Background: an optimization exercise with open tools, aiming at small area. Do not read the settings as production practice. Only simulation tests tie the RTL to the original design; equivalence was not proved. Power and IR drop assume default switching activity.

`flow/design.v`:
```
module Lab_4_1(a,b,c,d,o1,o2,o3,o4,o5,o6,o7);
input a,b,c,d;
output o1,o2,o3,o4,o5,o6,o7;
assign o1 = (!((!a&b&d) | (a&!b&!c) | (a&!d) | (c&b) | (!b&!d) | (!a&c)));
assign o2 = (!((!a&!b) | (!b&!d) | (!a&c&d) | (!a&!c&!d) | (a&!c&d)));
assign o3 = (!((!a&!c) | (!a&d) | (!a&b) | (!c&d) | (a&!b)));
assign o4 = (!((!a&!b&c) | (!a&!b&!d) | (b&c&!d) | (!b&c&d) | (b&!c&d) | (a&!c&!d)));
assign o5 = (!((!b&!d) | (a&b) | (c&!d) | (a&c)));
assign o6 = (!((!a&b&!c) | (b&!d) | (a&c) | (a&!b) | (!c&!d)));
assign o7 = (!((!a&b&!c) | (!a&!b&c) | (c&!d) | (a&d) | (a&!b)));
endmodule 
module VGA_Controller(clk, rst, xLength, yLength, ScreenArea, hsync, vsync, blank_n);
input clk, rst;
output reg [9:0]xLength, yLength; 
output reg ScreenArea;  
output hsync, vsync, blank_n;
reg p_hSync, p_vSync; 
localparam [9:0] porchHF = 10'd640;  
localparam [9:0] syncH = 10'd655; 
localparam [9:0] porchHB = 10'd747;  
localparam [9:0] maxH = 10'd793;  
localparam [9:0] porchVF = 10'd480;  
localparam [9:0] syncV = 10'd490;  
localparam [9:0] porchVB = 10'd492;  
localparam [9:0] maxV = 10'd525;  
always@(posedge clk)
	begin
		if(rst == 1'b1)
			xLength <= 10'd0;
		else if(xLength == maxH)
			xLength <= 10'd0;
		else
			xLength <= xLength + 10'd1;
	end
always@(posedge clk)
	begin
		if(rst == 1'b1)
			yLength <= 10'd0;
		else if(xLength == maxH)
			begin
				if(yLength == maxV)
					yLength <= 10'd0;
				else
					yLength <= yLength + 10'd1;
			end
	end
always@(posedge clk)  
	begin
		ScreenArea <= ((xLength < porchHF) && (yLength < porchVF)); 
	end
always@(posedge clk)  
	begin
		p_hSync <= ((xLength >= syncH) && (xLength < porchHB)); 
		p_vSync <= ((yLength >= syncV) && (yLength < porchVB)); 
	end
assign vsync = ~p_vSync; 
assign hsync = ~p_hSync;
assign blank_n = ScreenArea;
endmodule
module Guy(clk, rst, up, down, left, right, update, xLength, yLength, Guy);
input clk, rst;
input up, down, left, right, update;
input [9:0] xLength;
input [9:0] yLength;
output reg Guy;
reg [9:0] GuyX;
reg [8:0] GuyY;
wire [10:0] dx = {1'b0, xLength} - {1'b0, GuyX};
wire [9:0] dy = yLength - {1'b0, GuyY};
always@(posedge clk)
	begin
		Guy <= (dx >= 11'd1 && dx <= 11'd14) && (dy >= 10'd1 && dy <= 10'd14);
	end
reg [2:0]S;
reg [2:0]NS;
parameter Go_up = 3'd0,
		Go_down = 3'd1,
		Go_left = 3'd2,
		Go_right = 3'd3,
		Stay = 3'd7;
always @(posedge clk) if (rst == 1'b1 || update == 1'b1)
begin
	if (rst ==1'b1)
		S <= Stay;
	else
		S <= NS;
end
always@(*)
		case(S)
			Go_up:    NS = (up == 1'b0) ? Go_up : Stay;
			Go_down:  NS = (down == 1'b0) ? Go_down : Stay;
			Go_left:  NS = (left == 1'b0) ? Go_left : Stay;
			Go_right: NS = (right == 1'b0) ? Go_right : Stay;
			Stay:
				begin
					if (up == 1'b0)
						NS = Go_up;
					else if (down == 1'b0)
						NS = Go_down;
					else if (left == 1'b0)
						NS = Go_left;
					else if (right == 1'b0)
						NS = Go_right;
					else
						NS = Stay;
				end
			default:
				NS = Stay;
		endcase
wire moving = (S[2] == 1'b0);
wire vertical = (S[1] == 1'b0);
wire [9:0] pos = vertical ? {1'b0, GuyY} : GuyX;
wire [9:0] moved = pos + (S[0] ? 10'd3 : 10'h3FD);
always @(posedge clk) if (rst == 1'b1 || update == 1'b1)
		begin
			if (rst == 1'b1)
				begin
					GuyX <= 10'd305;
					GuyY <= 9'd200;
				end
			else if (moving)
				begin
					if (vertical)
						GuyY <= moved[8:0];
					else
						GuyX <= moved;
				end
		end
endmodule
module Apple(clk, xLength, yLength, apple, apple_shown);
input clk;
input [9:0] xLength;
input [9:0] yLength;
output reg [4:0] apple;
output reg apple_shown;
wire [9:0] x = xLength;
wire [9:0] y = yLength;
wire [4:0] a;
assign a[2] = (x >= 10'd205 && x < 10'd220) && (y >= 10'd400 && y < 10'd415);
assign a[1] = (x >= 10'd135 && x < 10'd150) && (y >= 10'd300 && y < 10'd315);
assign a[0] = (x >= 10'd35  && x < 10'd50 ) && (y >= 10'd80  && y < 10'd95 );
assign a[3] = (x >= 10'd440 && x < 10'd455) && (y >= 10'd290 && y < 10'd305);
assign a[4] = (x >= 10'd600 && x < 10'd615) && (y >= 10'd50  && y < 10'd65 );
wire n1 = ((y >= 10'd402 && y < 10'd404) && (x >= 10'd209 && x < 10'd213)) ||
          ((y >= 10'd404 && y < 10'd410) && (x >= 10'd211 && x < 10'd213)) ||
          ((y >= 10'd410 && y < 10'd412) && (x >= 10'd209 && x < 10'd215));
wire n2 = ((y >= 10'd302 && y < 10'd304) && (x >= 10'd137 && x < 10'd145)) ||
          ((y >= 10'd304 && y < 10'd306) && (x >= 10'd145 && x < 10'd147)) ||
          ((y >= 10'd306 && y < 10'd308) && (x >= 10'd139 && x < 10'd145)) ||
          ((y >= 10'd308 && y < 10'd310) && (x >= 10'd137 && x < 10'd139)) ||
          ((y >= 10'd310 && y < 10'd312) && (x >= 10'd137 && x < 10'd147));
wire n3 = ((y >= 10'd82 && y < 10'd84) && (x >= 10'd37 && x < 10'd45)) ||
          ((y >= 10'd84 && y < 10'd86) && (x >= 10'd45 && x < 10'd47)) ||
          ((y >= 10'd86 && y < 10'd88) && (x >= 10'd41 && x < 10'd45)) ||
          ((y >= 10'd88 && y < 10'd90) && (x >= 10'd45 && x < 10'd47)) ||
          ((y >= 10'd90 && y < 10'd92) && (x >= 10'd37 && x < 10'd45));
wire n4 = ((y >= 10'd292 && y < 10'd296) && ((x >= 10'd442 && x < 10'd444) || (x >= 10'd450 && x < 10'd452))) ||
          ((y >= 10'd296 && y < 10'd298) && (x >= 10'd444 && x < 10'd452)) ||
          ((y >= 10'd298 && y < 10'd302) && (x >= 10'd450 && x < 10'd452));
wire n5 = ((y >= 10'd52 && y < 10'd54) && (x >= 10'd602 && x < 10'd612)) ||
          ((y >= 10'd54 && y < 10'd56) && (x >= 10'd602 && x < 10'd604)) ||
          ((y >= 10'd56 && y < 10'd58) && (x >= 10'd602 && x < 10'd610)) ||
          ((y >= 10'd58 && y < 10'd60) && (x >= 10'd610 && x < 10'd612)) ||
          ((y >= 10'd60 && y < 10'd62) && (x >= 10'd602 && x < 10'd610));
always @(posedge clk)
	begin
		apple <= a;
		apple_shown <= (|a) && !(n1 || n2 || n3 || n4 || n5);
	end
endmodule
module Truck(clk, xLength, yLength, truck);
input clk;
input [9:0] xLength;
input [9:0] yLength;
output reg truck;
wire [9:0] x = xLength;
wire [9:0] y = yLength;
wire top = (x > 10'd60  && x < 10'd90 ) || (x > 10'd165 && x < 10'd195) || (x > 10'd200 && x < 10'd230) ||
           (x > 10'd365 && x < 10'd395) || (x > 10'd400 && x < 10'd430) || (x > 10'd505 && x < 10'd535) ||
           (x > 10'd540 && x < 10'd570);
wire bot = (x > 10'd95  && x < 10'd125) || (x > 10'd130 && x < 10'd160) || (x > 10'd235 && x < 10'd265) ||
           (x > 10'd270 && x < 10'd300) || (x > 10'd330 && x < 10'd360) || (x > 10'd435 && x < 10'd465) ||
           (x > 10'd470 && x < 10'd500) || (x > 10'd575 && x < 10'd605);
always @(posedge clk)
	truck <= (top && y > 10'd0 && y < 10'd30) || (bot && y > 10'd450 && y < 10'd480);
endmodule
module Easy(clk, rst, update, xLength, yLength, hit, hard_only);
input clk, rst, update;
input [9:0] xLength;
input [9:0] yLength;
output reg hit;        
output reg hard_only;  
reg [8:0] n486, n487;
reg [7:0] n246, n244;
reg [3:0] q6, q12;
wire [8:0] n486_nx = rst ? 9'd0 : !update ? n486 : (n486 == 9'd485) ? 9'd0 : n486 + 9'd1;
wire [8:0] n487_nx = rst ? 9'd0 : !update ? n487 : (n487 == 9'd486) ? 9'd0 : n487 + 9'd1;
wire [7:0] n246_nx = rst ? 8'd0 : !update ? n246 : (n246 == 8'd245) ? 8'd0 : n246 + 8'd1;
wire [7:0] n244_nx = rst ? 8'd0 : !update ? n244 : (n244 == 8'd243) ? 8'd0 : n244 + 8'd1;
wire [3:0] q6_nx = rst ? 4'd0 : (update && n244 == 8'd243) ? q6 + 4'd1 : q6;
wire [3:0] q12_nx = rst ? 4'd0 : (update && n246 == 8'd245) ? q12 + 4'd1 : q12;
always @(posedge clk) begin
	n486 <= n486_nx;
	n487 <= n487_nx;
	n246 <= n246_nx;
	n244 <= n244_nx;
	q6 <= q6_nx;
	q12 <= q12_nx;
end
reg [3:0] kn; reg inln;
always @(*) begin
	kn = 4'd0; inln = 1'b0;
	if (xLength >= 10'd65 && xLength <= 10'd83) begin kn = 4'd0; inln = 1'b1; end
	if (xLength >= 10'd100 && xLength <= 10'd118) begin kn = 4'd1; inln = 1'b1; end
	if (xLength >= 10'd135 && xLength <= 10'd153) begin kn = 4'd2; inln = 1'b1; end
	if (xLength >= 10'd170 && xLength <= 10'd188) begin kn = 4'd3; inln = 1'b1; end
	if (xLength >= 10'd205 && xLength <= 10'd223) begin kn = 4'd4; inln = 1'b1; end
	if (xLength >= 10'd240 && xLength <= 10'd258) begin kn = 4'd5; inln = 1'b1; end
	if (xLength >= 10'd275 && xLength <= 10'd293) begin kn = 4'd6; inln = 1'b1; end
	if (xLength >= 10'd335 && xLength <= 10'd353) begin kn = 4'd8; inln = 1'b1; end
	if (xLength >= 10'd370 && xLength <= 10'd388) begin kn = 4'd9; inln = 1'b1; end
	if (xLength >= 10'd405 && xLength <= 10'd423) begin kn = 4'd10; inln = 1'b1; end
	if (xLength >= 10'd440 && xLength <= 10'd458) begin kn = 4'd11; inln = 1'b1; end
	if (xLength >= 10'd475 && xLength <= 10'd493) begin kn = 4'd12; inln = 1'b1; end
	if (xLength >= 10'd510 && xLength <= 10'd528) begin kn = 4'd13; inln = 1'b1; end
	if (xLength >= 10'd545 && xLength <= 10'd563) begin kn = 4'd14; inln = 1'b1; end
	if (xLength >= 10'd580 && xLength <= 10'd598) begin kn = 4'd15; inln = 1'b1; end
end
reg [8:0] nn;
reg [8:0] r0, r1, r2, r3, r4, r5;
always @(*) begin
	case (kn)
		4'd0: begin nn = n486_nx; r0 = 9'd30; r1 = 9'd111; r2 = 9'd192; r3 = 9'd283; r4 = 9'd334; r5 = 9'd415; end
		4'd1: begin nn = n486_nx; r0 = 9'd50; r1 = 9'd151; r2 = 9'd222; r3 = 9'd293; r4 = 9'd344; r5 = 9'd445; end
		4'd2: begin nn = {1'b0,n246_nx}; r0 = 9'd10; r1 = 9'd46; r2 = 9'd82; r3 = 9'd98; r4 = 9'd154; r5 = 9'd210; end
		4'd3: begin nn = n486_nx; r0 = 9'd60; r1 = 9'd106; r2 = 9'd267; r3 = 9'd338; r4 = 9'd415; r5 = 9'd469; end
		4'd4: begin nn = n486_nx; r0 = 9'd20; r1 = 9'd131; r2 = 9'd292; r3 = 9'd363; r4 = 9'd424; r5 = 9'd465; end
		4'd5: begin nn = {1'b0,n244_nx}; r0 = 9'd90; r1 = 9'd106; r2 = 9'd177; r3 = 9'd233; r4 = 9'd511; r5 = 9'd511; end
		4'd6: begin nn = n486_nx; r0 = 9'd55; r1 = 9'd156; r2 = 9'd227; r3 = 9'd299; r4 = 9'd352; r5 = 9'd456; end
		4'd8: begin nn = n486_nx; r0 = 9'd70; r1 = 9'd161; r2 = 9'd222; r3 = 9'd258; r4 = 9'd319; r5 = 9'd425; end
		4'd9: begin nn = n486_nx; r0 = 9'd70; r1 = 9'd156; r2 = 9'd242; r3 = 9'd293; r4 = 9'd334; r5 = 9'd395; end
		4'd10: begin nn = n486_nx; r0 = 9'd35; r1 = 9'd111; r2 = 9'd202; r3 = 9'd248; r4 = 9'd294; r5 = 9'd425; end
		4'd11: begin nn = {1'b0,n246_nx}; r0 = 9'd10; r1 = 9'd51; r2 = 9'd102; r3 = 9'd168; r4 = 9'd204; r5 = 9'd220; end
		4'd12: begin nn = n486_nx; r0 = 9'd50; r1 = 9'd161; r2 = 9'd222; r3 = 9'd258; r4 = 9'd339; r5 = 9'd435; end
		4'd13: begin nn = n487_nx; r0 = 9'd50; r1 = 9'd81; r2 = 9'd152; r3 = 9'd228; r4 = 9'd284; r5 = 9'd385; end
		4'd14: begin nn = n487_nx; r0 = 9'd40; r1 = 9'd71; r2 = 9'd132; r3 = 9'd228; r4 = 9'd264; r5 = 9'd365; end
		4'd15: begin nn = n486_nx; r0 = 9'd100; r1 = 9'd151; r2 = 9'd222; r3 = 9'd303; r4 = 9'd344; r5 = 9'd435; end
		default: begin nn = 9'd0; r0 = 9'd511; r1 = 9'd511; r2 = 9'd511; r3 = 9'd511; r4 = 9'd511; r5 = 9'd511; end
	endcase
end
reg [3:0] k;
reg inl;
reg [6:0] b;  
always @(posedge clk) begin
	k <= kn;
	inl <= inln;
	b <= {(kn == 4'd13 && n487_nx > 9'd466) || (kn == 4'd14 && n487_nx > 9'd456), nn > r5, nn > r4, nn > r3, nn > r2, nn > r1, nn > r0};
end
reg [8:0] n; reg [1:0] typ; reg ho; reg [5:0] sv;
reg [9:0] c0, c1, c2, c3, c4, c5;
always @(*) begin
	case (k)
		4'd0: begin n = n486; typ = 2'd0; ho = 1'b0; sv = 6'b111111; c0 = 10'd450; c1 = 10'd370; c2 = 10'd290; c3 = 10'd200; c4 = 10'd150; c5 = 10'd70; end
		4'd1: begin n = n486; typ = 2'd1; ho = 1'b0; sv = 6'b111111; c0 = 10'd50; c1 = 10'd150; c2 = 10'd220; c3 = 10'd290; c4 = 10'd340; c5 = 10'd440; end
		4'd2: begin n = {1'b0,n246}; typ = 2'd2; ho = 1'b1; sv = 6'b111111; c0 = 10'd20; c1 = 10'd90; c2 = 10'd160; c3 = 10'd190; c4 = 10'd300; c5 = 10'd410; end
		4'd3: begin n = n486; typ = 2'd0; ho = 1'b0; sv = 6'b111111; c0 = 10'd420; c1 = 10'd375; c2 = 10'd215; c3 = 10'd145; c4 = 10'd69; c5 = 10'd16; end
		4'd4: begin n = n486; typ = 2'd0; ho = 1'b1; sv = 6'b111111; c0 = 10'd460; c1 = 10'd350; c2 = 10'd190; c3 = 10'd120; c4 = 10'd60; c5 = 10'd20; end
		4'd5: begin n = {1'b0,n244}; typ = 2'd2; ho = 1'b0; sv = 6'b001111; c0 = 10'd180; c1 = 10'd210; c2 = 10'd350; c3 = 10'd460; c4 = 10'd0; c5 = 10'd0; end
		4'd6: begin n = n486; typ = 2'd1; ho = 1'b0; sv = 6'b111111; c0 = 10'd55; c1 = 10'd155; c2 = 10'd225; c3 = 10'd296; c4 = 10'd348; c5 = 10'd451; end
		4'd8: begin n = n486; typ = 2'd1; ho = 1'b0; sv = 6'b111111; c0 = 10'd70; c1 = 10'd160; c2 = 10'd220; c3 = 10'd255; c4 = 10'd315; c5 = 10'd420; end
		4'd9: begin n = n486; typ = 2'd0; ho = 1'b1; sv = 6'b111111; c0 = 10'd410; c1 = 10'd325; c2 = 10'd240; c3 = 10'd190; c4 = 10'd150; c5 = 10'd90; end
		4'd10: begin n = n486; typ = 2'd0; ho = 1'b0; sv = 6'b111111; c0 = 10'd445; c1 = 10'd370; c2 = 10'd280; c3 = 10'd235; c4 = 10'd190; c5 = 10'd60; end
		4'd11: begin n = {1'b0,n246}; typ = 2'd2; ho = 1'b1; sv = 6'b111111; c0 = 10'd20; c1 = 10'd100; c2 = 10'd200; c3 = 10'd330; c4 = 10'd400; c5 = 10'd430; end
		4'd12: begin n = n486; typ = 2'd1; ho = 1'b0; sv = 6'b111111; c0 = 10'd50; c1 = 10'd160; c2 = 10'd220; c3 = 10'd255; c4 = 10'd335; c5 = 10'd430; end
		4'd13: begin n = n487; typ = 2'd0; ho = 1'b0; sv = 6'b111111; c0 = 10'd430; c1 = 10'd400; c2 = 10'd330; c3 = 10'd255; c4 = 10'd200; c5 = 10'd100; end
		4'd14: begin n = n487; typ = 2'd0; ho = 1'b1; sv = 6'b111111; c0 = 10'd440; c1 = 10'd410; c2 = 10'd350; c3 = 10'd255; c4 = 10'd220; c5 = 10'd120; end
		4'd15: begin n = n486; typ = 2'd1; ho = 1'b0; sv = 6'b111111; c0 = 10'd100; c1 = 10'd150; c2 = 10'd220; c3 = 10'd300; c4 = 10'd340; c5 = 10'd430; end
		default: begin n = 9'd0; typ = 2'd0; ho = 1'b0; sv = 6'b0; c0 = 10'd0; c1 = 10'd0; c2 = 10'd0; c3 = 10'd0; c4 = 10'd0; c5 = 10'd0; end
	endcase
end
wire [2:0] m;
assign m[2] = b[3];
assign m[1] = b[1] && !b[3] || b[5];
assign m[0] = b[0] && !b[1] || b[2] && !b[3] || b[4] && !b[5] || b[6];
wire [9:0] u = {1'b0, n} - {7'b0, m};  
wire [9:0] v = (typ == 2'd0) ? yLength - u : (typ == 2'd1) ? yLength + u : yLength + {u[8:0], 1'b0};
wire [6:0] sh;
wire [9:0] d0 = v - c0;
assign sh[0] = sv[0] && (!b[0] ? (d0 >= 10'd1 && d0 <= 10'd19) : (typ == 2'd0) ? (d0 >= 10'd545 && d0 <= 10'd563) : (d0 >= 10'd481 && d0 <= 10'd499));
wire [9:0] d1 = v - c1;
assign sh[1] = sv[1] && (!b[1] ? (d1 >= 10'd1 && d1 <= 10'd19) : (typ == 2'd0) ? (d1 >= 10'd545 && d1 <= 10'd563) : (d1 >= 10'd481 && d1 <= 10'd499));
wire [9:0] d2 = v - c2;
assign sh[2] = sv[2] && (!b[2] ? (d2 >= 10'd1 && d2 <= 10'd19) : (typ == 2'd0) ? (d2 >= 10'd545 && d2 <= 10'd563) : (d2 >= 10'd481 && d2 <= 10'd499));
wire [9:0] d3 = v - c3;
assign sh[3] = sv[3] && (!b[3] ? (d3 >= 10'd1 && d3 <= 10'd19) : (typ == 2'd0) ? (d3 >= 10'd545 && d3 <= 10'd563) : (d3 >= 10'd481 && d3 <= 10'd499));
wire [9:0] d4 = v - c4;
assign sh[4] = sv[4] && (!b[4] ? (d4 >= 10'd1 && d4 <= 10'd19) : (typ == 2'd0) ? (d4 >= 10'd545 && d4 <= 10'd563) : (d4 >= 10'd481 && d4 <= 10'd499));
wire [9:0] d5 = v - c5;
assign sh[5] = sv[5] && (!b[5] ? (d5 >= 10'd1 && d5 <= 10'd19) : (typ == 2'd0) ? (d5 >= 10'd545 && d5 <= 10'd563) : (d5 >= 10'd481 && d5 <= 10'd499));
assign sh[6] = ((k == 4'd13) && (b[6] ? (v >= 10'd565 && v <= 10'd583) : (v >= 10'd21 && v <= 10'd39))) || ((k == 4'd14) && (b[6] ? (v >= 10'd575 && v <= 10'd593) : (v >= 10'd31 && v <= 10'd49)));
wire [7:0] eh = u[7:0] - {((k == 4'd5) ? q6 : q12), 4'b0};  
wire [9:0] z = yLength + {1'b0, eh, 1'b0};
wire oh5 = (k == 4'd5) && ((z[8:0] > 9'd25 && z[8:0] < 9'd45 && z[9] == (eh > 8'd12)) || (z[8:0] > 9'd75 && z[8:0] < 9'd95 && z[9] == (eh > 8'd37)) || (z[8:0] > 9'd375 && z[8:0] < 9'd395 && z[9] == (eh > 8'd187)) || (z[8:0] > 9'd415 && z[8:0] < 9'd435 && z[9] == (eh > 8'd207)));
wire oh11 = (k == 4'd11) && ((z[8:0] > 9'd255 && z[8:0] < 9'd275 && z[9] == (eh > 8'd127)));
always @(posedge clk) begin
	hit <= inl && ((|sh) || oh5 || oh11);
	hard_only <= ho;
end
endmodule
module collision (clk,rst,Guy,cake,border,apple,win,game_over, score); 
input clk, rst, Guy, border;  
input [4:0] apple;
input cake;  
output win, game_over;  
output [3:0] score;  
wire Guy;
wire [4:0] apple;
wire border;
wire cake;
wire [4:0]eat; 
wire hit;  
assign eat[0] = (Guy && apple[0]);
assign eat[1] = (Guy && apple[1]);
assign eat[2] = (Guy && apple[2]);
assign eat[3] = (Guy && apple[3]);
assign eat[4] = (Guy && apple[4]);
assign hit = (Guy && border) || (Guy && cake);
localparam alive1 = 3'd0,
				alive2 = 3'd1,
				alive3 = 3'd2,
				alive4 = 3'd3,
				alive5 = 3'd4,
				winner = 3'd5,
				loser = 3'd6;
reg [2:0]S;
reg [2:0]NS;
always @(posedge clk)
	begin
		if (rst == 1'b1)
			begin
			S <= alive1;
			end
		else
			begin
			S <= NS;
			end
	end
always @(*) 
	case (S)
		alive1: 
			begin
				if (hit == 1'b1)
					NS = loser;
				else if(eat[2] == 1'b1)
					NS = alive2;
				else
					NS = alive1;
			end
			alive2: 
			begin
				if (hit == 1'b1)
					NS = loser;
				else if(eat[1] == 1'b1)
					NS = alive3;
				else
					NS = alive2;
			end
			alive3: 
			begin
				if (hit == 1'b1)
					NS = loser;
				else if(eat[0] == 1'b1)
					NS = alive4;
				else
					NS = alive3;
			end
			alive4: 
			begin
				if (hit == 1'b1)
					NS = loser;
				else if(eat[3] == 1'b1)
					NS = alive5;
				else
					NS = alive4;
			end
			alive5: 
			begin
				if (hit == 1'b1)
					NS = loser;
				else if(eat[4] == 1'b1)
					NS = winner;
				else
					NS = alive5;
			end
		winner:	 
			NS = winner;
		loser:   
			NS = loser;
		default:
			NS = S;
	endcase
reg [2:0] S_d;
always @(posedge clk)
	begin
		if (rst == 1'b1)
			S_d <= alive1;
		else
			S_d <= S;
	end
assign win = (S_d == winner);
assign game_over = (S_d == loser);
assign score = (S_d == alive1) ? 4'b0001 :
               (S_d == alive2) ? 4'b0010 :
               (S_d == alive3) ? 4'b0011 :
               (S_d == alive4) ? 4'b0100 :
               (S_d == alive5) ? 4'b0101 : 4'b0000;
endmodule
module text(clk, xLength, yLength, game_over_text, win_text, level_num1_text, level_num2_text);
input clk;
input [9:0] xLength;
input [9:0] yLength;
output reg game_over_text, win_text, level_num1_text, level_num2_text;
wire go1 = ((yLength >= 10'd200)  && (yLength < 10'd210))  &&  ( ( (xLength >= 10'd100) && (xLength < 10'd150) ) || ( (xLength >= 10'd170) && (xLength < 10'd200) ) || ( (xLength >= 10'd230) && (xLength < 10'd260) ) || ( (xLength >= 10'd290) && (xLength < 10'd300) ) || ( (xLength >= 10'd330) && (xLength < 10'd340) ) || ( (xLength >= 10'd350) && (xLength < 10'd360) ) || ( (xLength >= 10'd390) && (xLength < 10'd400) ) || ( (xLength >= 10'd420) && (xLength < 10'd460) ) || ( (xLength >= 10'd470) && (xLength < 10'd480) ) || ( (xLength >= 10'd510) && (xLength < 10'd520) ));
wire go2 = ((yLength >= 10'd210) && (yLength < 10'd220))  &&  ( ( (xLength >= 10'd120) && (xLength < 10'd130) ) || ( (xLength >= 10'd160) && (xLength < 10'd170) ) || ( (xLength >= 10'd200) && (xLength < 10'd210) ) || ( (xLength >= 10'd220) && (xLength < 10'd230) ) || ( (xLength >= 10'd260) && (xLength < 10'd270) ) || ( (xLength >= 10'd290) && (xLength < 10'd310) ) || ( (xLength >= 10'd320) && (xLength < 10'd340) ) || ( (xLength >= 10'd350) && (xLength < 10'd360) ) || ( (xLength >= 10'd390) && (xLength < 10'd400) ) || ( (xLength >= 10'd410) && (xLength < 10'd420) ) || ( (xLength >= 10'd470) && (xLength < 10'd480) ) || ( (xLength >= 10'd510) && (xLength < 10'd520) ));
wire go3 = ((yLength >= 10'd220) && (yLength < 10'd230))  &&  ( ( (xLength >= 10'd120) && (xLength < 10'd130) ) || ( (xLength >= 10'd160) && (xLength < 10'd170) ) || ( (xLength >= 10'd200) && (xLength < 10'd210) ) || ( (xLength >= 10'd220) && (xLength < 10'd230) ) || ( (xLength >= 10'd260) && (xLength < 10'd270) ) || ( (xLength >= 10'd290) && (xLength < 10'd300) ) || ( (xLength >= 10'd310) && (xLength < 10'd320) ) || ( (xLength >= 10'd330) && (xLength < 10'd340) ) || ( (xLength >= 10'd350) && (xLength < 10'd360) ) || ( (xLength >= 10'd390) && (xLength < 10'd400) ) || ( (xLength >= 10'd410) && (xLength < 10'd420) ) || ( (xLength >= 10'd470) && (xLength < 10'd520) ));
wire go4 = ((yLength >= 10'd230) && (yLength < 10'd240))  &&  ( ( (xLength >= 10'd120) && (xLength < 10'd130) ) || ( (xLength >= 10'd160) && (xLength < 10'd170) ) || ( (xLength >= 10'd200) && (xLength < 10'd210) ) || ( (xLength >= 10'd220) && (xLength < 10'd230) ) || ( (xLength >= 10'd260) && (xLength < 10'd270) ) || ( (xLength >= 10'd290) && (xLength < 10'd300) ) || ( (xLength >= 10'd330) && (xLength < 10'd340) ) || ( (xLength >= 10'd350) && (xLength < 10'd360) ) || ( (xLength >= 10'd390) && (xLength < 10'd400) ) || ( (xLength >= 10'd410) && (xLength < 10'd420) ) || ( (xLength >= 10'd470) && (xLength < 10'd480) ) || ( (xLength >= 10'd510) && (xLength < 10'd520) ));
wire go5 = ((yLength >= 10'd240) && (yLength < 10'd250))  &&  ( ( (xLength >= 10'd120) && (xLength < 10'd130) ) || ( (xLength >= 10'd170) && (xLength < 10'd200) ) || ( (xLength >= 10'd230) && (xLength < 10'd260) ) || ( (xLength >= 10'd290) && (xLength < 10'd300) ) || ( (xLength >= 10'd330) && (xLength < 10'd340) ) || ( (xLength >= 10'd360) && (xLength < 10'd390) ) || ( (xLength >= 10'd420) && (xLength < 10'd460) ) || ( (xLength >= 10'd470) && (xLength < 10'd480) ) || ( (xLength >= 10'd510) && (xLength < 10'd520) ));
wire go6 = ((yLength >= 10'd260)  && (yLength < 10'd270))  &&  ( ( (xLength >= 10'd205) && (xLength < 10'd245) ) || ( (xLength >= 10'd275) && (xLength < 10'd285) ) || ( (xLength >= 10'd315) && (xLength < 10'd325) ) || ( (xLength >= 10'd355) && (xLength < 10'd365) ) || ( (xLength >= 10'd375) && (xLength < 10'd425) ) );
wire go7 = ((yLength >= 10'd270)  && (yLength < 10'd280))  &&  ( ( (xLength >= 10'd195) && (xLength < 10'd205) ) || ( (xLength >= 10'd265) && (xLength < 10'd275) ) || ( (xLength >= 10'd285) && (xLength < 10'd295) ) || ( (xLength >= 10'd315) && (xLength < 10'd325) ) || ( (xLength >= 10'd345) && (xLength < 10'd355) ) || ( (xLength >= 10'd375) && (xLength < 10'd385) ));
wire go8 = ((yLength >= 10'd280)  && (yLength < 10'd290))  &&  ( ( (xLength >= 10'd195) && (xLength < 10'd205) ) || ( (xLength >= 10'd255) && (xLength < 10'd305) ) || ( (xLength >= 10'd315) && (xLength < 10'd345) ) || ( (xLength >= 10'd375) && (xLength < 10'd405) ));
wire go9 = ((yLength >= 10'd290)  && (yLength < 10'd300)) &&  ( ( (xLength >= 10'd195) && (xLength < 10'd205) ) || ( (xLength >= 10'd255) && (xLength < 10'd265) ) || ( (xLength >= 10'd295) && (xLength < 10'd305) ) || ( (xLength >= 10'd315) && (xLength < 10'd325) ) || ( (xLength >= 10'd345) && (xLength < 10'd355) ) || ( (xLength >= 10'd375) && (xLength < 10'd385) ));
wire go10 = ((yLength >= 10'd300) && (yLength < 10'd310)) &&  ( ( (xLength >= 10'd205) && (xLength < 10'd245) ) || ( (xLength >= 10'd255) && (xLength < 10'd265) ) || ( (xLength >= 10'd295) && (xLength < 10'd305) ) || ( (xLength >= 10'd315) && (xLength < 10'd325) ) || ( (xLength >= 10'd355) && (xLength < 10'd365) ) || ( (xLength >= 10'd375) && (xLength < 10'd425) ));
wire win1 = ((yLength >= 10'd230)  && (yLength < 10'd240))  && ( ( (xLength >= 10'd230) && (xLength < 10'd240) ) || ( (xLength >= 10'd270) && (xLength < 10'd280) ) || ( (xLength >= 10'd290) && (xLength < 10'd320) ) || ( (xLength >= 10'd340) && (xLength < 10'd380) ) || ((xLength >= 10'd390) && (xLength < 10'd440) ) );
wire win2 = ((yLength >= 10'd240) && (yLength < 10'd250))  && ( ( (xLength >= 10'd230) && (xLength < 10'd250) ) || ( (xLength >= 10'd270) && (xLength < 10'd280) ) || ( (xLength >= 10'd300) && (xLength < 10'd310) ) || ( (xLength >= 10'd330) && (xLength < 10'd340) ) || ((xLength >= 10'd390) && (xLength < 10'd400) ) );
wire win3 = ((yLength >= 10'd250) && (yLength < 10'd260))  && ( ( (xLength >= 10'd230) && (xLength < 10'd240) ) || ( (xLength >= 10'd250) && (xLength < 10'd260) ) || ( (xLength >= 10'd270) && (xLength < 10'd280) ) || ( (xLength >= 10'd300) && (xLength < 10'd310) ) || ( (xLength >= 10'd330) && (xLength < 10'd340) ) || ((xLength >= 10'd390) && (xLength < 10'd420) ));
wire win4 = ((yLength >= 10'd260) && (yLength < 10'd270))  && ( ( (xLength >= 10'd230) && (xLength < 10'd240) ) || ( (xLength >= 10'd260) && (xLength < 10'd280) ) || ( (xLength >= 10'd300) && (xLength < 10'd310) ) || ( (xLength >= 10'd330) && (xLength < 10'd340) ) || ((xLength >= 10'd390) && (xLength < 10'd400) ) );
wire win5 = ((yLength >= 10'd270) && (yLength < 10'd280))  && ( ( (xLength >= 10'd230) && (xLength < 10'd240) ) || ( (xLength >= 10'd270) && (xLength < 10'd280) ) || ( (xLength >= 10'd290) && (xLength < 10'd320) ) || ( (xLength >= 10'd340) && (xLength < 10'd380) ) || ((xLength >= 10'd390) && (xLength < 10'd440) ) );
wire lvone1 = ((yLength >= 10'd3)  && (yLength < 10'd5))  && ( ( (xLength >= 10'd15) && (xLength < 10'd25) )  || ( (xLength >= 10'd31) && (xLength < 10'd33) ) || ( (xLength >= 10'd39) && (xLength < 10'd49) ) || ( (xLength >= 10'd51) && (xLength < 10'd53) ) || ( (xLength >= 10'd59) && (xLength < 10'd61) ));
wire lvone2 = ((yLength >= 10'd5)  && (yLength < 10'd7))  && ( ( (xLength >= 10'd15) && (xLength < 10'd17) )  || ( (xLength >= 10'd29) && (xLength < 10'd31) ) || ( (xLength >= 10'd33) && (xLength < 10'd35) ) || ( (xLength >= 10'd39) && (xLength < 10'd41) ) || ( (xLength >= 10'd51) && (xLength < 10'd53) ) || ( (xLength >= 10'd59) && (xLength < 10'd61) ) );
wire lvone3 = ((yLength >= 10'd7)  && (yLength < 10'd9))  && ( ( (xLength >= 10'd15) && (xLength < 10'd21) )  || ( (xLength >= 10'd27) && (xLength < 10'd37) ) || ( (xLength >= 10'd39) && (xLength < 10'd49) ) || ( (xLength >= 10'd53) && (xLength < 10'd55) ) || ( (xLength >= 10'd57) && (xLength < 10'd59) ));
wire lvone4 = ((yLength >= 10'd9)  && (yLength < 10'd11))  && ( ( (xLength >= 10'd15) && (xLength < 10'd17) )  || ( (xLength >= 10'd27) && (xLength < 10'd29) ) || ( (xLength >= 10'd35) && (xLength < 10'd37) ) || ( (xLength >= 10'd47) && (xLength < 10'd49) ) || ( (xLength >= 10'd55) && (xLength < 10'd57) ));
wire lvone5 = ((yLength >= 10'd11)  && (yLength < 10'd13)) && ( ( (xLength >= 10'd15) && (xLength < 10'd25) ) || ( (xLength >= 10'd27) && (xLength < 10'd29) ) || ( (xLength >= 10'd35) && (xLength < 10'd37) ) || ( (xLength >= 10'd39) && (xLength < 10'd49) ) || ( (xLength >= 10'd55) && (xLength < 10'd57) )  );
wire lvtwo1 = ((yLength >= 10'd3)  && (yLength < 10'd5))  && ( ( (xLength >= 10'd15) && (xLength < 10'd17) )  || ( (xLength >= 10'd23) && (xLength < 10'd25) ) || ( (xLength >= 10'd31) && (xLength < 10'd33) ) || ( (xLength >= 10'd41) && (xLength < 10'd47) ) || ( (xLength >= 10'd51) && (xLength < 10'd59) ));
wire lvtwo2 = ((yLength >= 10'd5)  && (yLength < 10'd7))  && ( ( (xLength >= 10'd15) && (xLength < 10'd17) )  || ( (xLength >= 10'd23) && (xLength < 10'd25) ) || ( (xLength >= 10'd29) && (xLength < 10'd31) ) || ( (xLength >= 10'd33) && (xLength < 10'd35) ) || ( (xLength >= 10'd39) && (xLength < 10'd41) ) || ( (xLength >= 10'd47) && (xLength < 10'd49) ) || ( (xLength >= 10'd51) && (xLength < 10'd53) ) || ( (xLength >= 10'd59) && (xLength < 10'd61) ));
wire lvtwo3 = ((yLength >= 10'd7)  && (yLength < 10'd9))  && ( ( (xLength >= 10'd15) && (xLength < 10'd25) )  || ( (xLength >= 10'd27) && (xLength < 10'd37) ) || ( (xLength >= 10'd39) && (xLength < 10'd49) ) || ( (xLength >= 10'd51) && (xLength < 10'd53) ) || ( (xLength >= 10'd59) && (xLength < 10'd61) ));
wire lvtwo4 = ((yLength >= 10'd9)  && (yLength < 10'd11))  && ( ( (xLength >= 10'd15) && (xLength < 10'd17) )  || ( (xLength >= 10'd23) && (xLength < 10'd25) ) || ( (xLength >= 10'd27) && (xLength < 10'd29) ) || ( (xLength >= 10'd35) && (xLength < 10'd37) ) || ( (xLength >= 10'd39) && (xLength < 10'd41) ) || ( (xLength >= 10'd45) && (xLength < 10'd47) ) || ( (xLength >= 10'd51) && (xLength < 10'd53) ) || ( (xLength >= 10'd59) && (xLength < 10'd61) ));
wire lvtwo5 = ((yLength >= 10'd11)  && (yLength < 10'd13)) && ( ( (xLength >= 10'd15) && (xLength < 10'd17) ) || ( (xLength >= 10'd23) && (xLength < 10'd25) ) || ( (xLength >= 10'd27) && (xLength < 10'd29) ) || ( (xLength >= 10'd35) && (xLength < 10'd37) ) || ( (xLength >= 10'd39) && (xLength < 10'd41) )  || ( (xLength >= 10'd47) && (xLength < 10'd49) ) || ( (xLength >= 10'd51) && (xLength < 10'd59) ));
always @(posedge clk)
	begin
		game_over_text <= go1 || go2 || go3 || go4 || go5 || go6 || go7 || go8 || go9 || go10;
		win_text <= win1 || win2 || win3 || win4 || win5;
		level_num1_text <= lvone1 || lvone2 || lvone3 || lvone4 || lvone5;
		level_num2_text <= lvtwo1 || lvtwo2 || lvtwo3 || lvtwo4 || lvtwo5;
	end
endmodule
module Too_Much_Cake(clk, rst, tick, up, down, left, right, VGA_R, VGA_G, VGA_B, hsync, vsync, blank_n, difficulty, o1,o2,o3,o4,o5,o6,o7);
input clk, rst;
input tick;
input difficulty;
input up, down, left, right;
output hsync, vsync, blank_n;
output o1,o2,o3,o4,o5,o6,o7;
output [7:0] VGA_R, VGA_G, VGA_B;
wire update = tick;
wire [9:0] xLength;
wire [9:0] yLength;
wire ScreenArea;
VGA_Controller VGA(clk, rst, xLength, yLength, ScreenArea, hsync, vsync, blank_n);
wire Guy;
Guy Guy1(clk, rst, up, down, left, right, update, xLength, yLength, Guy);
wire [4:0] apple;
wire apple_shown;
Apple app(clk, xLength, yLength, apple, apple_shown);
wire truck;
Truck tru(clk, xLength, yLength, truck);
wire lane_hit, lane_hard_only;
Easy Cakes(clk, rst, update, xLength, yLength, lane_hit, lane_hard_only);
reg cake;
always @(posedge clk)
	cake <= lane_hit && (difficulty || !lane_hard_only);
reg border;
always @(posedge clk)
	border <= (xLength < 15) || (xLength >= 630 && xLength < 641) || (yLength < 15) || (yLength >= 465 && yLength < 481);
wire game_over;
wire win;
wire [3:0] score;
collision WL(clk, rst, Guy, cake, border, apple, win, game_over, score);
Lab_4_1 Lab4(score[3],score[2],score[1],score[0],o1,o2,o3,o4,o5,o6,o7);
wire game_over_text, win_text, level_num1_text, level_num2_text;
text txt(clk, xLength, yLength, game_over_text, win_text, level_num1_text, level_num2_text);
reg R, G, B;
wire edge_ = border && !(difficulty ? level_num2_text : level_num1_text);
always @(posedge clk)
	begin
		if (game_over)
			begin
				R <= game_over_text;
				G <= 1'b0;
				B <= 1'b0;
			end
		else if (win)
			begin
				R <= 1'b0;
				G <= win_text;
				B <= 1'b0;
			end
		else
			begin
				R <= edge_ || apple_shown || Guy || cake;
				G <= edge_ || cake || truck;
				B <= edge_ || Guy;
			end
	end
reg r_q, g_q, b_q;
always @(posedge clk)
	begin
		r_q <= R;
		g_q <= G;
		b_q <= B;
	end
assign VGA_R = {8{r_q}};
assign VGA_G = {8{g_q}};
assign VGA_B = {8{b_q}};
endmodule
```
`flow/run.sh`:
```
#!/bin/bash
# synth_recipe.tcl (not shown) runs the flow's synth.tcl, then flattens the netlist and writes it again
# the make line also repeats each setting of config.mk as NAME=value (left out here)
make -C /OpenROAD-flow-scripts/flow DESIGN_CONFIG=/design/flow/config.mk WORK_HOME=/design/flow/orfs CLKGATE_MAP_FILE= SYNTH_SCRIPT=/design/flow/synth_recipe.tcl finish
```
`flow/config.mk`:
```
export PLATFORM = sky130hd
export DESIGN_NAME = Too_Much_Cake
export DESIGN_NICKNAME = Too_Much_Cake
export VERILOG_FILES = /design/flow/design.v
export SDC_FILE = /design/flow/constraint.sdc
export NUM_CORES = 4
export LEC_CHECK = 0
export CAP_MARGIN = 20
export CORE_MARGIN = 2
export CORE_UTILIZATION = 50
export CTS_BUF_LIST = sky130_fd_sc_hd__clkbuf_8 sky130_fd_sc_hd__clkbuf_16
export CTS_CLUSTER_DIAMETER = 120
export CTS_CLUSTER_SIZE = 30
export GPL_TIMING_DRIVEN = 0
export SLEW_MARGIN = 20
```
`flow/constraint.sdc`:
```
create_clock -name core_clock -period 10.0 [get_ports {clk}]
set_input_delay 2.0000 -clock core_clock [delete_from_list [all_inputs] [get_ports {clk}]]
set_output_delay 2.0000 -clock core_clock [all_outputs]
set_load 0.01 [all_outputs]
```
==> results of run 1 <==
cell usage after synthesis (all sizes together) (55+ instances only):
cell / count / share of area (%)
dfxtp: 105 / 12
buf: 55 / 1.9
nand2: 248 / 5.3
xnor2: 90 / 4.5
clkbuf: 76 / 1.6
o21ai: 167 / 4.8
nand3: 78 / 2.2
xor2: 63 / 3.1
a21oi: 192 / 5.5
nor2: 295 / 6.3
ha: 195 / 14
inv: 108 / 2.3
nor3: 72 / 2.1
nor2b: 57 / 2.0
layout make-up:
cell class / instances / area [um2]
clock buffer: 17 / 425
buffer: 131 / 623
timing repair buffer: 47 / 455
sequential: 127 / 2760
tap: 455 / 569
fill: 3322 / 15300
multi-input combinational: 2093 / 13800
clock inverter: 15 / 174
inverter: 112 / 420
worst max-delay path by stage:
stage	cells after the start	to	startpoint
after floorplan	27	Cakes.hit$_DFF_P_	Cakes.k[1]$_DFF_P_
after global placement	27	Cakes.hit$_DFF_P_	Cakes.k[3]$_DFF_P_
after detailed placement	28	Cakes.hit$_DFF_P_	Cakes.k[3]$_DFF_P_
after CTS	28	Cakes.hit$_DFF_P_	Cakes.k[3]$_DFF_P_
after global routing	28	Cakes.hit$_DFF_P_	Cakes.k[3]$_DFF_P_
final	28	Cakes.hit$_DFF_P_	Cakes.k[3]$_DFF_P_
registers in the layout, indices dropped and copies added (netlist names), 3 cells and up:
name / count
Cakes.q6: 4
Cakes.b: 7
Cakes.n486: 9
VGA.xLength: 10
Guy1.GuyX: 10
Cakes.n487: 9
app.apple: 5
Cakes.k: 4
Cakes.n244: 8
Guy1.GuyY: 9
WL.S_d: 3
VGA.yLength: 10
Guy1.S: 3
Cakes.n246: 8
Cakes.q12: 4
WL.S: 3
power by group:
group	internal (mW)	switching (mW)	total (mW)
logic	0.327	0.465	0.793
clock network	0.375	0.286	0.661
registers	0.551	0.0236	0.574
stage by stage:
step	instance area [um2]	hold slack [ns]	instances	worst slack, ns
2_1_floorplan	17500	0.310	2463	3.56
3_3_place_gp	18500	0.313	2958	1.65
3_5_place_dp	18600	0.313	2964	2.16
4_1_cts	19200	0.328	2996	2.12
5_1_grt	19200	0.336	2997	1.50
6_report	19200	0.328	2997	1.86
cell families after synthesis:
group / share of synthesized area, %
multiplexers: 1.70
AO/OA/AOI/OAI: 25.1
flip-flops: 15.8
other: 0.0214
XOR/XNOR: 7.78
adder cells (fa/ha/maj): 15.6
AND/OR/NAND/NOR: 28.1
buffers and inverters: 5.96
worst reg2reg max path, delay by kind of cell (launching register included):
| kind | cells | cell delay [ns] |
|---|---|---|
| DFF | 1 | 0.43 |
| xor gates and xnor gates | 2 | 0.66 |
| buffers and inverters | 5 | 1.55 |
| and+or+nand+nor | 5 | 1.26 |
| muxes | 1 | 0.16 |
| AOI/OAI and AO/OA | 12 | 3.02 |
| adders and majority gates | 3 | 0.96 |
layer usage:
layer | wire (um) | vias up | global-route usage [%]
li1 | - | 9076 | -
met5 | 0 | - | 0
met2 | 32700 | 1480 | 63.9
met3 | 8650 | 353 | 8.33
met4 | 5050 | 0 | 24.1
met1 | 29400 | 9602 | 51.2
placed cells by master (no fill, tap or decap), types with 19 or more instances in the layout:
master           instances
nor4_1                  33
ha_1                   195
clkbuf_1                76
xor2_1                  63
buf_4                   28
clkdlybuf4s50_1         40
nand3_1                 78
nand2b_1                51
o211ai_1                19
or2_2                   23
a31oi_1                 24
o21a_1                  31
nor2b_1                 57
o21bai_1                22
or3_1                   23
nor2_1                 295
dfxtp_1                105
o21ai_0                164
and3_1                  22
mux2i_1                 23
nor3_1                  70
xnor2_1                 90
a21o_1                  34
a21oi_1                192
inv_1                  106
edfxtp_1                22
nand2_1                248
nand4_1                 41
==> summary.txt, run 1 <==
Route
  • Drt wl/cell: 25.3 um
  • Routed Antenna Nets: 0
  • WL final: between 70000 and 80000 um
  • Initial detailed-routing violation count: 2919
  • Drc violations: 0
  • Vias per cell: 6.84
  • Routed vias: slightly above 20000
  • Number of detailed-route iterations in the first pass: 6

STA
  • Fmax: 123 MHz
  • Final setup viols: 0
  • Unrepaired setup endpoints after global routing: no
  • Final setup TNS: 0 ns
  • Final min period: roughly 8.1 ns
  • Slew Limit Fails: 0
  • Final Cycle Share: between 80 and 90%
  • Worst-Margin Slew: 1.24 ns
  • Fin Clk Skew: a little under 0.02 ns
  • Slew HR: about 16%
  • Final Hold Fails: 0

Synthesis
  • #FFs+latches synth: 127
  • Ys Warns: 8
  • Async SR Flop Fraction: 0%
  • Syn Inst Count: between 2000 and 2500
  • Mean Syn Cell Area: around 7.1 um2
  • Netlist Area Pre-Place: between 15000 and 20000 um2
  • Yosys cell types: 86
  • Post-synth top flop: dfxtp_1
  • Number of synthesized flops with an enable pin: 22
  • Register area share after synthesis: 15.8%

Run
  • MaxCap Viol Count: 0

Global routing
  • Global-route usage over all layers: 40.6%
  • Initial antenna violation count: 2
  • Largest net degree at the start of global routing: 17
  • First-pass GRT wire length: 113000 um
  • GRT overflow: 0
  • Vias in the first global route: ~19000

Final layout
  • Number of nets in the layout: between 2000 and 3000
  • Final Core Density: 55.6%
  • N_diodes: 0
  • Area grow syn2layout: 9.68%
  • Share of layout cells above drive strength 1: ~5.4%

Clock network
  • Clock sinks: 127
  • Num CTS Buffers: 17
  • Clock transition at path regs: about 0.07 ns
  • Cts hold-fix bufs: 0
  • Root buffer cell: clkbuf_16
  • H-tree levels: 4
  • Latest clock arrival within the worst-skew pair: about 0.46 ns
  • # Post-CTS Setup Buffers: 0
  • Cts repair resizes: 0
  • Maximum clock insertion buffer count: 2
  • TritonCTS clock tree: yes

Critical path
  • Flop-to-flop setup slack: 1.86 ns
  • Critical Path End Type: register
  • Worst setup path class: register to register
  • Reg-to-reg critical path startpoint: Cakes.k[3]$_DFF_P_
  • Arr. time, crit path: between 8 and 9 ns
  • Worst R2R Path Depth: 28
  • Buffers and inverters on the worst path: 5
  • Top delay family on crit path: compound AO/OA/AOI/OAI gates
  • Critical-path top delay cell: or4b_2
  • Critical path's largest stage delay: around 0.6 ns
  • Critical Path RT: between 10 and 15 ns
  • R2R Path End: Cakes.hit$_DFF_P_
  • CP startpoint kind: register
  • Worst-path fanout max: 10

Min path
  • Worst Hold End: r_q$_DFF_P_
  • Min-Delay Startpoint: R$_DFF_P_
  • Min-delay worst type: register to register
  • Min-Delay Path Depth: 0

Power and ir drop
  • Total power: between 2 and 2.5 mW
  • P_leak: between 7 and 8 nW
  • Max VDD drop: 106 uV
  • PD cells: 106 nW/um2

Floorplan
  • Die width: approximately 190 um
  • Die area: about 37000 um2
  • Initial Util: between 50% and 60%
  • I/O Pins: 42
  • Core area: 34500 um2
  • Rows: between 60 and 70
  • Chip height: roughly 190 um

Place
  • Placer Congestion: between 1 and 1.5
  • Port Buffers: 40
  • Half-perimeter wire length after placement: approximately 58000 um

Status
  • Status: timing/DRC/antenna clean
==> run 2: changes to the inputs <==
--- a/flow/config.mk
+++ b/flow/config.mk
@@ -10,5 +10,3 @@
 export CORE_UTILIZATION = 50
-export CTS_BUF_LIST = sky130_fd_sc_hd__clkbuf_8 sky130_fd_sc_hd__clkbuf_16
-export CTS_CLUSTER_DIAMETER = 120
-export CTS_CLUSTER_SIZE = 30
+export CTS_BUF_LIST = sky130_fd_sc_hd__clkbuf_4 sky130_fd_sc_hd__clkbuf_8
 export GPL_TIMING_DRIVEN = 0
==> run 2 against run 1 <==
- still clean
- die area stayed put
- final area is 0.98% lower
- combinational power hardly changed
- count of clock-buffer cells in the layout stayed put
- global-route usage is 0.26 points lower
- total power is 8.5% lower
- worst setup slack worse by 0.028 ns
- core utilization is 0.55 points lower
- first-iteration DRC count is 7.5% lower
- maximum frequency is 0.35% lower
- critical path type unchanged
- highest routed layer unchanged
==> summary.txt, run 2 <==
Status
  • Status: timing/DRC/antenna clean

Final layout
  • Share of layout cells above drive strength 1: 5.35% (about the same)
  • Commonest cells after routing, fill and taps aside: nor2_1, nand2_1, ha_1
  • Final Core Density: 55.1% (-0.55 points)
  • Area grow syn2layout: 8.61%
  • Top flop regs: Guy1.GuyX x10, VGA.xLength x10, VGA.yLength x10
  • Final std cells w/o fill: 2999 (+0.067%)
  • Commonest non-fill, non-tap cell in the layout: nor2_1
  • Number of nets in the layout: 2747 (+0.036%)

STA
  • Fin Clk Skew: 0.0329 ns (+0.0136 ns)
  • Final setup viols: 0 (unchanged)
  • Unrepaired setup endpoints after global routing: no
  • Fmax: 122 MHz (-0.35%)
  • Final Hold Fails: 0 (unchanged)
  • Slew HR: 20.7% (+4.4 points)
  • Final setup TNS: 0 ns (unchanged)
  • Final min period: 8.17 ns (+0.0284 ns)
  • Final Cycle Share: 81.7% (+0.28 points)
  • Slew Limit Fails: 0 (unchanged)
  • Worst-Margin Slew: 1.18 ns (-0.0660 ns)

Critical path
  • Arr. time, crit path: 8.58 ns (+0.07 ns)
  • Critical path's largest stage delay: 0.60 ns (about the same)
  • CP startpoint kind: register
  • Worst setup path class: register to register
  • Critical Path End Type: register
  • Critical-path top delay cell: or4b_2
  • Critical Path RT: 10.41 ns (+0.04 ns)
  • Worst-path fanout max: 10 (unchanged)

Global routing
  • Met2 usage: 63.4% (-0.46 points)
  • Initial antenna violation count: 2 (unchanged)
  • Vias in the first global route: 19000 (-0.47%)
  • GRT overflow: 0 (unchanged)
  • Global-route usage over all layers: 40.3% (-0.26 points)
  • First-pass GRT wire length: 112000 um (-0.61%)
  • GR Layer Usage met1: 51.0% (-0.24 points)
  • Global route hottest layer: met2
  • Largest net degree at the start of global routing: 17 (unchanged)
  • GR Util met3: 8.41% (+0.073 points)

Floorplan
  • Die width: 191 um (unchanged)
  • Core area: 34500 um2 (unchanged)
  • Rows: 68 (unchanged)
  • I/O Pins: 42 (unchanged)
  • Chip height: 191 um (unchanged)
  • Die area: 36600 um2 (unchanged)
  • Initial Util: 50.7% (unchanged)

Power and ir drop
  • P_leak: 7.82 nW (-1.1%)
  • PD cells: 97.5 nW/um2 (-7.6%)
  • Max VDD drop: 74.8 uV (-30%)
  • Total power: 1.86 mW (-8.5%)

Place
  • Placer Congestion: 1.09 (unchanged)
  • Port Buffers: 40 (unchanged)
  • Inst Count DP: 2964 (unchanged)
  • Half-perimeter wire length after placement: 58400 um (unchanged)

Clock network
  • Clock sinks: 127 (unchanged)
  • Num CTS Buffers: 17 (unchanged)
  • Clock transition at path regs: 0.09 ns (+0.02 ns)
  • H-tree levels: 4 (unchanged)
  • TritonCTS clock tree: yes
  • # Post-CTS Setup Buffers: 0 (unchanged)
  • Root buffer cell: clkbuf_8
  • Cts hold-fix bufs: 0 (unchanged)
  • Cts repair resizes: 0 (unchanged)
  • Latest clock arrival within the worst-skew pair: 0.50 ns (+0.04 ns)
  • Maximum clock insertion buffer count: 2 (unchanged)

Synthesis
  • Mean Syn Cell Area: 7.12 um2 (unchanged)
  • Most frequent cells after synthesis: nor2_1, nand2_1, ha_1, a21oi_1, o21ai_0
  • Register area share after synthesis: 15.8% (unchanged)
  • Netlist Area Pre-Place: 17500 um2 (unchanged)
  • Syn Inst Count: 2461 (unchanged)
  • Yosys cell types: 86 (unchanged)
  • Ys Warns: 8 (unchanged)
  • Most numerous cell in the Yosys netlist: nor2_1
  • Area leader, netlist: ha_1
  • Async SR Flop Fraction: 0% (unchanged)
  • Top post-synthesis cells by area: ha_1, dfxtp_1, nor2_1
  • Post-synth top flop: dfxtp_1
  • Number of synthesized flops with an enable pin: 22 (unchanged)
  • Yosys top cell area share: 13.9% (unchanged)
  • #FFs+latches synth: 127 (unchanged)

Route
  • Routed vias: 20400 (-0.31%)
  • Drt wl/cell: 25.2 um (-0.46%)
  • WL final: 75500 um (-0.40%)
  • Vias per cell: 6.82 (-0.37%)
  • Drc violations: 0 (unchanged)
  • Routed Antenna Nets: 0 (unchanged)
  • Initial detailed-routing violation count: 2700 (-7.5%)
  • Number of detailed-route iterations in the first pass: 8 (+2)

Min path
  • Min-delay worst type: register to register

Run
  • MaxCap Viol Count: 0 (unchanged)
run 2: cell counts after synthesis:
No cell type changed its count.
run 2: area by class of cell:
class | count | area, um2
Sequential cell | 127 | 2760
Clock buffer | 17 | 234
Fill cell | 3343 | 15500
Multi-Input combinational cell | 2093 | 13800
Tap cell | 455 | 569
Timing Repair Buffer | 48 | 460
Clock inverter | 15 | 174
Inverter | 112 | 420
Buffer | 131 | 623
Antenna cell | 1 | 2.50
run 2: final timing paths:
check                      from           endpoint  depth (start not counted)  slack, ns
min                G$_SDFF_PP0_        g_q$_DFF_P_                          0       0.33
max          Cakes.k[3]$_DFF_P_  Cakes.hit$_DFF_P_                         28       1.83
max reg2reg  Cakes.k[3]$_DFF_P_  Cakes.hit$_DFF_P_                         28       1.83
min reg2reg        G$_SDFF_PP0_        g_q$_DFF_P_                          0       0.33
run 2: through the flow:
| stage | instance area, um2 | hold slack (ns) | setup WS, ns |
|---|---|---|---|
| after floorplan | 17500 | 0.310 | 3.56 |
| after global placement | 18500 | 0.313 | 1.65 |
| after detailed placement | 18600 | 0.313 | 2.16 |
| after CTS | 19000 | 0.335 | 2.11 |
| after global routing | 19000 | 0.343 | 1.45 |
| final | 19000 | 0.333 | 1.83 |
run 2: cell families after synthesis:
family	Yosys count	share of synthesized area (%)
other	1	0.0214
xor gates and xnor gates	154	7.78
adders and majority gates	210	15.6
buffers and inverters	243	5.96
muxes	29	1.70
and+or+nand+nor	1014	28.1
AOI/OAI and AO/OA	683	25.1
DFF	127	15.8
run 2: metal layers:
| metal | vias to the layer above | share of wire, % |
|---|---|---|
| li1 | 9082 | - |
| met4 | 0 | 6.3 |
| met1 | 9611 | 39 |
| met3 | 303 | 11 |
| met5 | - | 0 |
| met2 | 1452 | 44 |
run 2: worst max-delay path: cells and delay by family, from the launching register on:
| kind | cells | cell delay (ns) |
|---|---|---|
| adder cells (fa/ha/maj) | 3 | 0.96 |
| XOR/XNOR | 2 | 0.64 |
| AO/OA/AOI/OAI | 12 | 3.04 |
| multiplexers | 1 | 0.15 |
| buffers and inverters | 5 | 1.54 |
| flip-flops | 1 | 0.45 |
| AND/OR/NAND/NOR | 5 | 1.27 |
run 2: report_power, final:
| group | switching (mW) | internal, mW | leakage, nW |
|---|---|---|---|
| Sequential | 0.0235 | 0.550 | 1.06 |
| Clock | 0.261 | 0.229 | 0.199 |
| Combinational | 0.465 | 0.327 | 6.56 |
| Total | 0.749 | 1.11 | 7.82 |
==> run 3: changes to the inputs <==
--- a/flow/config.mk
+++ b/flow/config.mk
@@ -11,3 +11,3 @@
 export CTS_BUF_LIST = sky130_fd_sc_hd__clkbuf_4 sky130_fd_sc_hd__clkbuf_8
-export GPL_TIMING_DRIVEN = 0
+export GPL_TIMING_DRIVEN = 1
 export SLEW_MARGIN = 20
==> run 3 against run 2 <==
- die area stayed put
- core utilization is 1.3 points lower
- wire length is 9.0% lower
- first-iteration DRC count is 13% higher
- flip-flop and latch count stayed put
- maximum frequency is 4.6% higher
- combinational power is 2% lower
- clock power is 6.5% lower
- total power is 2.9% lower
- critical path type unchanged
- highest routed layer unchanged
==> summary.txt, run 3 <==
Status
  • Status: timing/DRC/antenna clean

Route
  • Drc violations: 0 (unchanged)
  • Routed vias: 19500 (-4.7%)
  • Number of detailed-route iterations in the first pass: 8 (unchanged)
  • Drt wl/cell: 23.7 um (-6.0%)
  • Routed Antenna Nets: 0 (unchanged)
  • Vias per cell: 6.71 (-1.5%)
  • WL final: 68700 um (-9.0%)
  • Initial detailed-routing violation count: 3057 (+13%)

Critical path
  • Arr. time, crit path: 8.24 ns (-0.34 ns)
  • Critical Path End Type: register
  • Critical Path RT: 10.44 ns (+0.03 ns)
  • Worst-path fanout max: 40 (+30)
  • CP startpoint kind: register
  • Worst setup path class: register to register

Final layout
  • Top flop regs: Guy1.GuyX x10, VGA.xLength x10, VGA.yLength x10
  • Share of layout cells above drive strength 1: 5.07% (-0.28 points)
  • Number of nets in the layout: 2652 (-3.5%)
  • N_diodes: 0 (-1)
  • Final Core Density: 53.8% (-1.3 points)
  • Commonest non-fill, non-tap cell in the layout: nor2_1
  • Commonest cells after routing, fill and taps aside: nor2_1, nand2_1, ha_1
  • Final std cells w/o fill: 2903 (-3.2%)
  • Area grow syn2layout: 6.09%

Synthesis
  • Syn Inst Count: 2461 (unchanged)
  • Area leader, netlist: ha_1
  • #FFs+latches synth: 127 (unchanged)
  • Number of synthesized flops with an enable pin: 22 (unchanged)
  • Netlist Area Pre-Place: 17500 um2 (unchanged)
  • Ys Warns: 8 (unchanged)
  • Yosys cell types: 86 (unchanged)
  • Most numerous cell in the Yosys netlist: nor2_1
  • Most frequent cells after synthesis: nor2_1, nand2_1, ha_1, a21oi_1, o21ai_0
  • Async SR Flop Fraction: 0% (unchanged)
  • Register area share after synthesis: 15.8% (unchanged)
  • Post-synth top flop: dfxtp_1
  • Top post-synthesis cells by area: ha_1, dfxtp_1, nor2_1
  • Mean Syn Cell Area: 7.12 um2 (unchanged)
  • Yosys top cell area share: 13.9% (unchanged)

Clock network
  • Cts repair resizes: 0 (unchanged)
  • Root buffer cell: clkbuf_8
  • # Post-CTS Setup Buffers: 0 (unchanged)
  • Latest clock arrival within the worst-skew pair: 0.50 ns (about the same)
  • TritonCTS clock tree: yes
  • H-tree levels: 4 (unchanged)
  • Cts hold-fix bufs: 0 (unchanged)
  • Clock transition at path regs: 0.09 ns (about the same)
  • Clock sinks: 127 (unchanged)
  • Maximum clock insertion buffer count: 2 (unchanged)
  • Num CTS Buffers: 17 (unchanged)

STA
  • Final setup TNS: 0 ns (unchanged)
  • Final setup viols: 0 (unchanged)
  • Fin Clk Skew: 0.0227 ns (-0.0102 ns)
  • Final min period: 7.81 ns (-0.360 ns)
  • Final Cycle Share: 78.1% (-3.6 points)
  • Worst-Margin Slew: 1.21 ns (+0.0311 ns)
  • Slew Limit Fails: 0 (unchanged)
  • Final Hold Fails: 0 (unchanged)
  • Slew HR: 18.9% (-1.8 points)
  • Fmax: 128 MHz (+4.6%)
  • Unrepaired setup endpoints after global routing: no

Global routing
  • GRT overflow: 0 (unchanged)
  • Initial antenna violation count: 0 (-2)
  • First-pass GRT wire length: 105000 um (-6.7%)
  • Global-route usage over all layers: 37.0% (-3.3 points)
  • Largest net degree at the start of global routing: 53 (+36)
  • Vias in the first global route: 17900 (-5.9%)

Power and ir drop
  • Total power: 1.80 mW (-2.9%)
  • P_leak: 7.68 nW (-1.7%)
  • PD cells: 96.9 nW/um2 (-0.64%)
  • Max VDD drop: 72.4 uV (-3.3%)

Floorplan
  • Initial Util: 50.7% (unchanged)
  • Rows: 68 (unchanged)
  • Core area: 34500 um2 (unchanged)
  • Die width: 191 um (unchanged)
  • I/O Pins: 42 (unchanged)
  • Chip height: 191 um (unchanged)
  • Die area: 36600 um2 (unchanged)

Place
  • Port Buffers: 41 (+2.5%)
  • Half-perimeter wire length after placement: 52000 um (-11%)
  • Placer Congestion: 1.04 (-4.0%)
  • Inst Count DP: 2871 (-3.1%)

Min path
  • Min-delay worst type: register to register

Run
  • MaxCap Viol Count: 0 (unchanged)
## run 3: through the flow
| step | worst slack, ns | cell area, um2 | hold slack [ns] |
|---|---|---|---|
| floorplan | 3.56 | 17500 | 0.310 |
| CTS | 2.37 | 18600 | 0.338 |
| detailed placement | 2.40 | 18200 | 0.317 |
| global route | 1.59 | 18600 | 0.348 |
| global placement | 2.69 | 18200 | 0.311 |
| finish | 2.19 | 18600 | 0.334 |
## run 3: power by group
group	internal [mW]	total, mW	switching [mW]
clock network	0.199	0.458	0.259
registers	0.550	0.569	0.0191
logic	0.323	0.774	0.451
## run 3: final timing paths
path                       from  slack (ns)           endpoint  cells after the start
max          Cakes.k[0]$_DFF_P_        2.19  Cakes.hit$_DFF_P_                     26
min                B$_SDFF_PP0_        0.33        b_q$_DFF_P_                      0
max reg2reg  Cakes.k[0]$_DFF_P_        2.19  Cakes.hit$_DFF_P_                     26
min reg2reg        B$_SDFF_PP0_        0.33        b_q$_DFF_P_                      0
## run 3: metal layers
layer  up-vias  wire length (um)  GRT usage, %
met3       246              6190          4.96
met4         0              3630          18.2
met5         -                 0             0
met2      1184             30100          58.6
met1      9179             28800          49.5
li1       8881                 -             -
## run 3: cell type report
cell class,instances,area [um2]
repair buffers,84,733
fillers,3419,16000
clock inverters,15,138
multi-input cells,2093,13700
inverters,112,420
clock buffers,17,234
well taps,455,569
flip-flops and latches,127,2770
## run 3: cell families after synthesis
family / share of synthesized area (%)
AND/OR/NAND/NOR: 28.1
AO/OA/AOI/OAI: 25.1
buffers and inverters: 5.96
adder cells (fa/ha/maj): 15.6
XOR/XNOR: 7.78
flip-flops: 15.8
multiplexers: 1.70
other: 0.0214
## run 3: critical path: stages, from the launching register on
cell and delay, ns:
dfxtp_2 0.62, buf_4 0.44, nand2_1 0.23, o22ai_2 0.43
a22oi_1 0.18, o21ai_0 0.21, ha_1 0.31, a21o_1 0.18
a21oi_1 0.30, xor2_1 0.43, inv_1 0.16, ha_1 0.37
inv_1 0.07, a21o_1 0.20, a221oi_1 0.39, o21ai_0 0.13
a21o_1 0.20, a22oi_1 0.81, ha_1 0.39, a21oi_1 0.20
xnor2_1 0.12, nor3b_1 0.26, or4b_2 0.60, a21boi_0 0.19
mux2i_1 0.09, nand4_1 0.11, o2bb2ai_1 0.11

[port drivers added, routing unchanged]
No port has a modelled driver above. Below, the same layouts with a new extraction and two added sets of constraints. Step 1 (the two cells are an assumption about what drives the block):
set clk [get_ports {clk}]
set_driving_cell -lib_cell sky130_fd_sc_hd__clkbuf_16 $clk
set_driving_cell -lib_cell sky130_fd_sc_hd__buf_2 [delete_from_list [all_inputs] $clk]
Step 2 adds t to the input delays and takes it off the output delays; t is the mean of the earliest and latest rising clock arrival at the registers after step 1. Input paths then give back, and output paths get back, about the clock's delay inside the block. Slacks: ideal / step 1 / step 2; pairs: ideal / step 1.
run	t (ns)	slack for setup (ns)	worst data-port slew with drivers (ns)
run 1	0.504	1.860 / 1.860 / 1.860	0.04
run 2	0.534	1.832 / 1.832 / 1.832	0.04
run 3	0.544	2.192 / 2.192 / 2.192	0.04
After both steps setup and hold are still met in every run listed.
